What follows belongs to an exercise in optimizing a design on an open flow for small area, a short achievable clock period and few clock cycles per item; a production flow would make more cautious choices. The RTL was checked by simulation tests, not by an equivalence proof against the original design. Power is estimated from default activity; no workload was simulated.

==> flow/design.v <==
module modulo(clk, rst, ld, A, B, O, Done);
input clk, rst, ld;
input [63:0] A;
input [63:0] B;
output reg [63:0] O;	 
output reg Done;
reg busy;
reg [6:0] cnt;
reg [63:0] a;	 
reg [63:0] b;	 
wire [64:0] t   = {O, a[63]};
wire [65:0] sub = {1'b0, t} - {2'b00, b};
always @(posedge clk or posedge rst)
begin
	if (rst)
	begin
		busy <= 1'b0;
		Done <= 1'b0;
		cnt  <= 7'd0;
	end
	else
	begin
		Done <= 1'b0;
		if (ld)
		begin
			a    <= A;
			b    <= B;
			O    <= 64'd0;
			cnt  <= 7'd64;
			busy <= 1'b1;
		end
		else if (busy)
		begin
			if (!sub[65]) O <= sub[63:0];
			else          O <= t[63:0];
			a   <= {a[62:0], 1'b0};
			cnt <= cnt - 7'd1;
			if (cnt == 7'd1)
			begin
				busy <= 1'b0;
				Done <= 1'b1;
			end
		end
	end
end
endmodule
module modmul(clk, rst, ld, X, Y, N, O, Done);
input clk, rst, ld;
input [63:0] X;
input [63:0] Y;
input [63:0] N;
output reg [63:0] O;	 
output reg Done;
reg busy;
reg [6:0] cnt;
reg [63:0] x;
reg [63:0] y;
reg [63:0] n;
wire [65:0] t  = {1'b0, O, 1'b0} + (y[63] ? {2'b00, x} : 66'd0);
wire [65:0] t1 = t - {2'b00, n};
wire [65:0] t2 = t - {1'b0, n, 1'b0};
always @(posedge clk or posedge rst)
begin
	if (rst)
	begin
		busy <= 1'b0;
		Done <= 1'b0;
		cnt  <= 7'd0;
	end
	else
	begin
		Done <= 1'b0;
		if (ld)
		begin
			x    <= X;
			y    <= Y;
			n    <= N;
			O    <= 64'd0;
			cnt  <= 7'd64;
			busy <= 1'b1;
		end
		else if (busy)
		begin
			if (!t2[65])      O <= t2[63:0];
			else if (!t1[65]) O <= t1[63:0];
			else              O <= t[63:0];
			y   <= {y[62:0], 1'b0};
			cnt <= cnt - 7'd1;
			if (cnt == 7'd1)
			begin
				busy <= 1'b0;
				Done <= 1'b1;
			end
		end
	end
end
endmodule
module exponent(clk, rst, ld, A, B, N, O, Done);
input clk, rst, ld;
input [63:0] A;	 
input [63:0] B;	 
input [63:0] N;	 
output reg [63:0] O;	 
output reg Done;
reg [2:0] select;
reg [6:0] C;		 
reg [63:0] a;		 
reg [63:0] b;		 
reg [63:0] n;
reg mm_ld;
reg [63:0] mm_x;
reg [63:0] mm_y;
wire [63:0] mm_o;
wire mm_done;
modmul mult(
	.clk	(clk),
	.rst	(rst),
	.ld		(mm_ld),
	.X		(mm_x),
	.Y		(mm_y),
	.N		(n),
	.O		(mm_o),
	.Done	(mm_done)
);
always @(posedge clk or posedge rst)
begin
if (rst)
 begin
	select <= 3'd0;
	Done   <= 1'b0;
	mm_ld  <= 1'b0;
 end
else
 begin
	Done  <= 1'b0;
	mm_ld <= 1'b0;
	case (select)
	0:begin	 
		if (ld)
		begin
			a      <= A;
			b      <= B;
			n      <= N;
			O      <= (N == 64'd1) ? 64'd0 : 64'd1;
			C      <= 7'd64;
			select <= 3'd1;
		end
	  end
	1:begin	 
		mm_x   <= O;
		mm_y   <= O;
		mm_ld  <= 1'b1;
		select <= 3'd2;
	  end
	2:begin	 
		if (mm_done)
		begin
			O <= mm_o;
			if (b[63]) select <= 3'd3;
			else       select <= 3'd5;
		end
	  end
	3:begin	 
		mm_x   <= a;
		mm_y   <= O;
		mm_ld  <= 1'b1;
		select <= 3'd4;
	  end
	4:begin	 
		if (mm_done)
		begin
			O      <= mm_o;
			select <= 3'd5;
		end
	  end
	5:begin	 
		b <= {b[62:0], 1'b0};
		C <= C - 7'd1;
		if (C == 7'd1)
		begin
			Done   <= 1'b1;
			select <= 3'd0;
		end
		else
			select <= 3'd1;
	  end
	default: select <= 3'd0;
	endcase
 end
end
endmodule
module RSA_Encryptor(private_key, public_key, message_val, clk, start, rst, cal_done, cal_val);
	input 	[63:0] 	private_key;	 
	input 	[63:0] 	public_key;		 
	input 	[63:0] 	message_val;	 
	input 			clk;			 
	input 			start;			 
	input 			rst;			 
	output	reg		cal_done;		 
	output	reg [63:0]	cal_val;	 
	reg 	[1:0] 	state;			 
	reg 	[63:0]	loc_msg_val;	 
	reg		[63:0] 	loc_pri_key;	 
	reg		[63:0]	loc_pub_key;	 
	reg load_exp;
	wire [63:0] exp_output;
	wire exp_done;
	reg load_mod;
	wire [63:0] mod_out;
	wire mod_done;
	modulo my_mod(
	.clk	(clk),
	.rst	(rst),
	.ld		(load_mod),
	.A		(loc_msg_val),
	.B		(loc_pub_key),
	.O		(mod_out),
	.Done	(mod_done)
	);
	exponent my_exp(
	.clk	(clk),
	.rst	(rst),
	.ld		(load_exp),
	.A		(mod_out),
	.B		(loc_pri_key),
	.N		(loc_pub_key),
	.O		(exp_output),
	.Done	(exp_done)
	);
	parameter  Capture_state	= 	2'b00;	 
	parameter  Mod_state		= 	2'b01;	 
	parameter  Exp_state		= 	2'b10;	 
	always @(posedge clk or posedge rst)
	begin
		if(rst)
		begin
			state		<=	Capture_state;
			cal_done	<=	1'b0;
			load_mod	<=	1'b0;
			load_exp	<=	1'b0;
		end
		else
		begin
			cal_done	<=	1'b0;
			load_mod	<=	1'b0;
			load_exp	<=	1'b0;
			case(state)
			Capture_state:begin
				if (start)
				begin
					loc_msg_val	<=	message_val;
					loc_pri_key	<=	private_key;
					loc_pub_key	<=	public_key;
					load_mod	<=	1'b1;
					state		<=	Mod_state;
				end
			end
			Mod_state:begin
				if (mod_done)
				begin
					load_exp	<=	1'b1;
					state		<=	Exp_state;
				end
			end
			Exp_state:begin
				if (exp_done)
				begin
					cal_val		<=	exp_output;
					cal_done	<=	1'b1;
					state		<=	Capture_state;
				end
			end
			default: state <= Capture_state;
			endcase
		end
	end
endmodule
==> flow/run.sh <==
#!/bin/bash
# synth_recipe.tcl (not shown) runs the flow's synth.tcl, then flattens the netlist and writes it again
# the make line also repeats each setting of config.mk as NAME=value (left out here)
make -C /OpenROAD-flow-scripts/flow DESIGN_CONFIG=/design/flow/config.mk WORK_HOME=/design/flow/orfs CLKGATE_MAP_FILE= SYNTH_SCRIPT=/design/flow/synth_recipe.tcl finish
==> flow/config.mk <==
export PLATFORM = sky130hd
export DESIGN_NAME = RSA_Encryptor
export DESIGN_NICKNAME = RSA_Encryptor
export VERILOG_FILES = /design/flow/design.v
export SDC_FILE = /design/flow/constraint.sdc
export NUM_CORES = 4
export LEC_CHECK = 0
export CAP_MARGIN = 20
export CORE_MARGIN = 2
export CORE_UTILIZATION = 40
export SLEW_MARGIN = 20
==> flow/constraint.sdc <==
create_clock -name core_clock -period 10.0 [get_ports {clk}]
set_input_delay 2.0000 -clock core_clock [delete_from_list [all_inputs] [get_ports {clk}]]
set_output_delay 2.0000 -clock core_clock [all_outputs]
set_load 0.01 [all_outputs]
==> summary.txt <==
Setup path
  • Crit. End Element: flop
  • Slowest cell on the critical path: nor4_4
  • Critical Path RT: 10.53 ns
  • Worst path max stage delay: 0.91 ns
  • WP data arrival: roughly 8.7 ns
  • R2r startpoint: my_exp.mult.y[63]
  • RR Endpoint: my_exp.mult.O[7]
  • Flop2flop setup slack: about 1.8 ns
  • CP Max Fanout: 53
  • Kind of critical path: reg2reg
  • Crit path launch type: flop
  • Reg2reg path depth: 26

Pwr
  • Power Total: approximately 16 mW
  • Worst ir drop on vdd: roughly 0.14 mV
  • PwrDens: 244 nW/µm²
  • LEAKAGE: around 24 nW

Yosys
  • Async set-reset flop share out of synthesis: 0.0249
  • Top FF cell, synth: edfxtp_1
  • Multiplexer area fraction after synthesis: 0.0664
  • Post-synthesis sequential area ratio: 0.598
  • Synth Instances: 4412
  • Unique masters post-synth: a little under 100
  • Synthesized Nets: between 4000 and 5000
  • Avg Inst Size Synth: between 10 and 15 µm²
  • Synthesized area: approximately 56000 µm²
  • Yosys reg bits: between 1000 and 1500
  • Complex-gate fraction of the synthesized area: 0.116
  • Area fraction in and, or, nand and nor cells after synthesis: 0.0930
  • XOR/XNOR Fraction of Synth Area: 0.0398
  • Adder-cell share of the synthesized area: 0.0596
  • Main combinational cell family by area after synthesis: compound AO/OA/AOI/OAI gates
  • Post-synth EDFFs: 1095
  • Synth Warn #: 4

Drt
  • DR vias: ~36000
  • WL final: approximately 140000 µm
  • Avg Vias per Cell: 5.36
  • WL/cell: between 20 and 25 µm
  • Post-DRT Antenna Nets: 0
  • Initial DRT Pass Iterations: 5
  • DRT iter0 DRCs: ~2800
  • DRC: 0

Die
  • Total die area: around 140000 µm²
  • Effective utilization at floorplan: 0.403
  • # IOs: between 200 and 300
  • DIE HEIGHT: around 380 µm
  • Num rows: ~140
  • Core ar.: ~140000 µm²
  • Die width: between 300 and 400 µm

Clock tree
  • TritonCTS Buffers: 117
  • Max H-tree Level: 3
  • Sink Count: around 1100
  • CTS Hold Bufs: 0
  • CTS clk-pin slew, worst paths: about 0.060 ns
  • Gates resized, CTS repair: 0
  • Clk root buf: clkbuf_16
  • Post CTS Setup Buffer Count: 0
  • Insertion delay to the later sink of the worst-skew pair: just under 0.8 ns
  • Buffer depth of the longest clock path: 3
  • CTS tree: done

Cells and area
  • Fin area: around 65000 µm²
  • Synth-to-Final Area Change: 15.1%
  • Layout Utilization: 0.464
  • Share of layout cells above drive strength 1: 0.111
  • Commonest non-fill, non-tap cell in the layout: edfxtp_1
  • # nets final: roughly 5100
  • Most frequent cells in the layout: 1095 x edfxtp_1, 313 x nor2_1, 293 x a21oi_1
  • Non-filler instance count after layout: around 6600
  • Number of fill cells: roughly 13000

GRT
  • First-pass GRT wire length: 215000 µm
  • Total track usage: 0.197
  • Initial antenna violation count: 33
  • Vias in the first global route: ~35000
  • Largest net degree at the start of global routing: 146
  • Gr ovfl total: 0

Run
  • Total of max-cap violations: 0

Hold path
  • Hold Path End: my_exp.mult.x[36]
  • Hold Path Origin: my_exp.mm_x[36]
  • Hold Path Class: reg2reg
  • WHS Path Cells: 0

Timing
  • Slew HR: 0.296
  • TNS Setup: 0 ns
  • Max frequency: 122 MHz
  • Worst-Margin Slew: approximately 1.0 ns
  • RSZ-0062 raised after global routing: false
  • Skew final: 0.0717 ns
  • Min cycle time layout: slightly above 8 ns
  • Fin. Hold Viols: 0
  • Endpoints failing setup: 0
  • Final Max Slew Viols: 0
  • Crit share post-route: 0.817

Run status
  • Status: finished clean

Placement
  • Inst Count DP: about 6400
  • IO Port Bufs: 259
  • Placed inst area: roughly 60000 µm²
  • Routability Congestion: just over 0.9
  • Final HPWL DP: 106000 µm
stage by stage:
| step | setup WS (ns) | hold WS [ns] |
|---|---|---|
| final | 1.83 | 0.414 |
| after floorplan | 1.10 | 0.400 |
| after CTS | 1.42 | 0.414 |
| after global routing | 1.32 | 0.420 |
| after global placement | 1.24 | 0.400 |
| after detailed placement | 1.49 | 0.405 |
how the worst max path moves through the flow:
stage	startpoint	to	slack, ns	cells after the start
6_report	my_exp.mult.y[63]	my_exp.mult.O[7]	1.83	26
3_5_place_dp	my_exp.mult.y[63]	my_exp.mult.O[7]	1.49	25
5_1_grt	my_exp.mult.y[63]	my_exp.mult.O[60]	1.32	25
3_3_place_gp	my_exp.mult.y[63]	my_exp.mult.O[61]	1.24	25
2_1_floorplan	rst	my_exp.C[0]	1.10	3
4_1_cts	my_exp.mult.y[63]	my_exp.mult.O[7]	1.42	25
critical path, delay by kind of cell (launching register included):
family / cells / cell delay [ns]
fa+ha+maj: 2 / 0.70
buf+inv: 3 / 0.64
flops: 1 / 0.55
compound gates: 14 / 3.78
mux: 1 / 0.22
xor+xnor: 1 / 0.27
simple gates: 5 / 1.71
cells by family after synthesis:
logic type	after synthesis
AO/OA/AOI/OAI	990
flip-flops	1123
multiplexers	341
buffers and inverters	380
AND/OR/NAND/NOR	1060
adder cells (fa/ha/maj)	265
XOR/XNOR	253
report_power, final:
part,total [mW],internal [mW],switching [mW]
sequential,6.16,5.87,0.293
combinational,5.31,2.16,3.15
clock,4.28,2.41,1.87
cells in the mapped netlist (11+ instances only):
cell type | instances | area [µm²]
o21ai_1 | 15 | 75.1
o21ai_0 | 156 | 781
and2_1 | 145 | 907
or3_1 | 14 | 87.6
nand2b_1 | 37 | 231
mux2i_1 | 87 | 871
o31ai_1 | 13 | 97.6
a31oi_1 | 32 | 200
a21o_1 | 142 | 1070
and3_1 | 21 | 131
inv_1 | 195 | 732
nand4_1 | 58 | 363
nand2_1 | 231 | 867
dfrtp_1 | 28 | 701
mux2_2 | 254 | 2860
nor2_1 | 315 | 1180
a21oi_1 | 293 | 1470
nand3_1 | 66 | 330
a211oi_1 | 89 | 668
nor4_1 | 31 | 194
edfxtp_1 | 1095 | 32900
ha_1 | 261 | 3270
xor2_1 | 95 | 832
clkbuf_1 | 156 | 586
nor2b_1 | 37 | 231
xnor2_1 | 157 | 1380
o21a_1 | 38 | 285
a221oi_1 | 11 | 96.3
o21bai_1 | 34 | 255
nor3_1 | 61 | 305
a21boi_0 | 16 | 120
o211ai_1 | 17 | 128
routing by layer:
| metal | wire, µm | vias up | GRT usage | share of wire |
|---|---|---|---|---|
| li1 | - | 17100 | - | - |
| met5 | 207 | - | 0 | 0.0015 |
| met2 | 58800 | 990 | 0.283 | 0.41 |
| met3 | 9360 | 193 | 0.0356 | 0.066 |
| met4 | 3080 | 32 | 0.0512 | 0.022 |
| met1 | 70400 | 17200 | 0.302 | 0.50 |
final cells by class:
type	count	area, µm²	area share
multi-input cells	2909	21200	0.328
flip-flops and latches	1123	33600	0.520
clock buffers	137	3020	0.0468
clock inverters	82	790	0.0122
repair buffers	296	2930	0.0453
inverters	195	732	0.0113
diodes	7	17.5	0.000271
well taps	1876	2350	0.0363
Testbench counts, summed over its fixed seeds: cycles 208,772, items 32.

afterwards: timing with drivers on the ports:
How much do the figures lean on ideal ports? The routed layout below was timed once more, with nothing changed but the port constraints.
Step 1, drivers: a clkbuf_16 drives clk and a buf_2 each remaining input, both assumed.
Step 2, shift: input delay + t, output delay - t, t = (earliest + latest rising clock arrival at the registers) / 2. This alone moves slack from input paths to output paths.
Three values: ideal ports, drivers, drivers and shift; two values: the first two.
t, ns: 0.817
setup slack, ns: 1.833 / 1.833 / 1.833
worst setup path after step 2: register to register
pins driven straight from the clock port: 1
After both steps this run still meets setup and hold. The setup slack of this run moves by 0.000 ns with the drivers and by 0.000 ns with both steps.
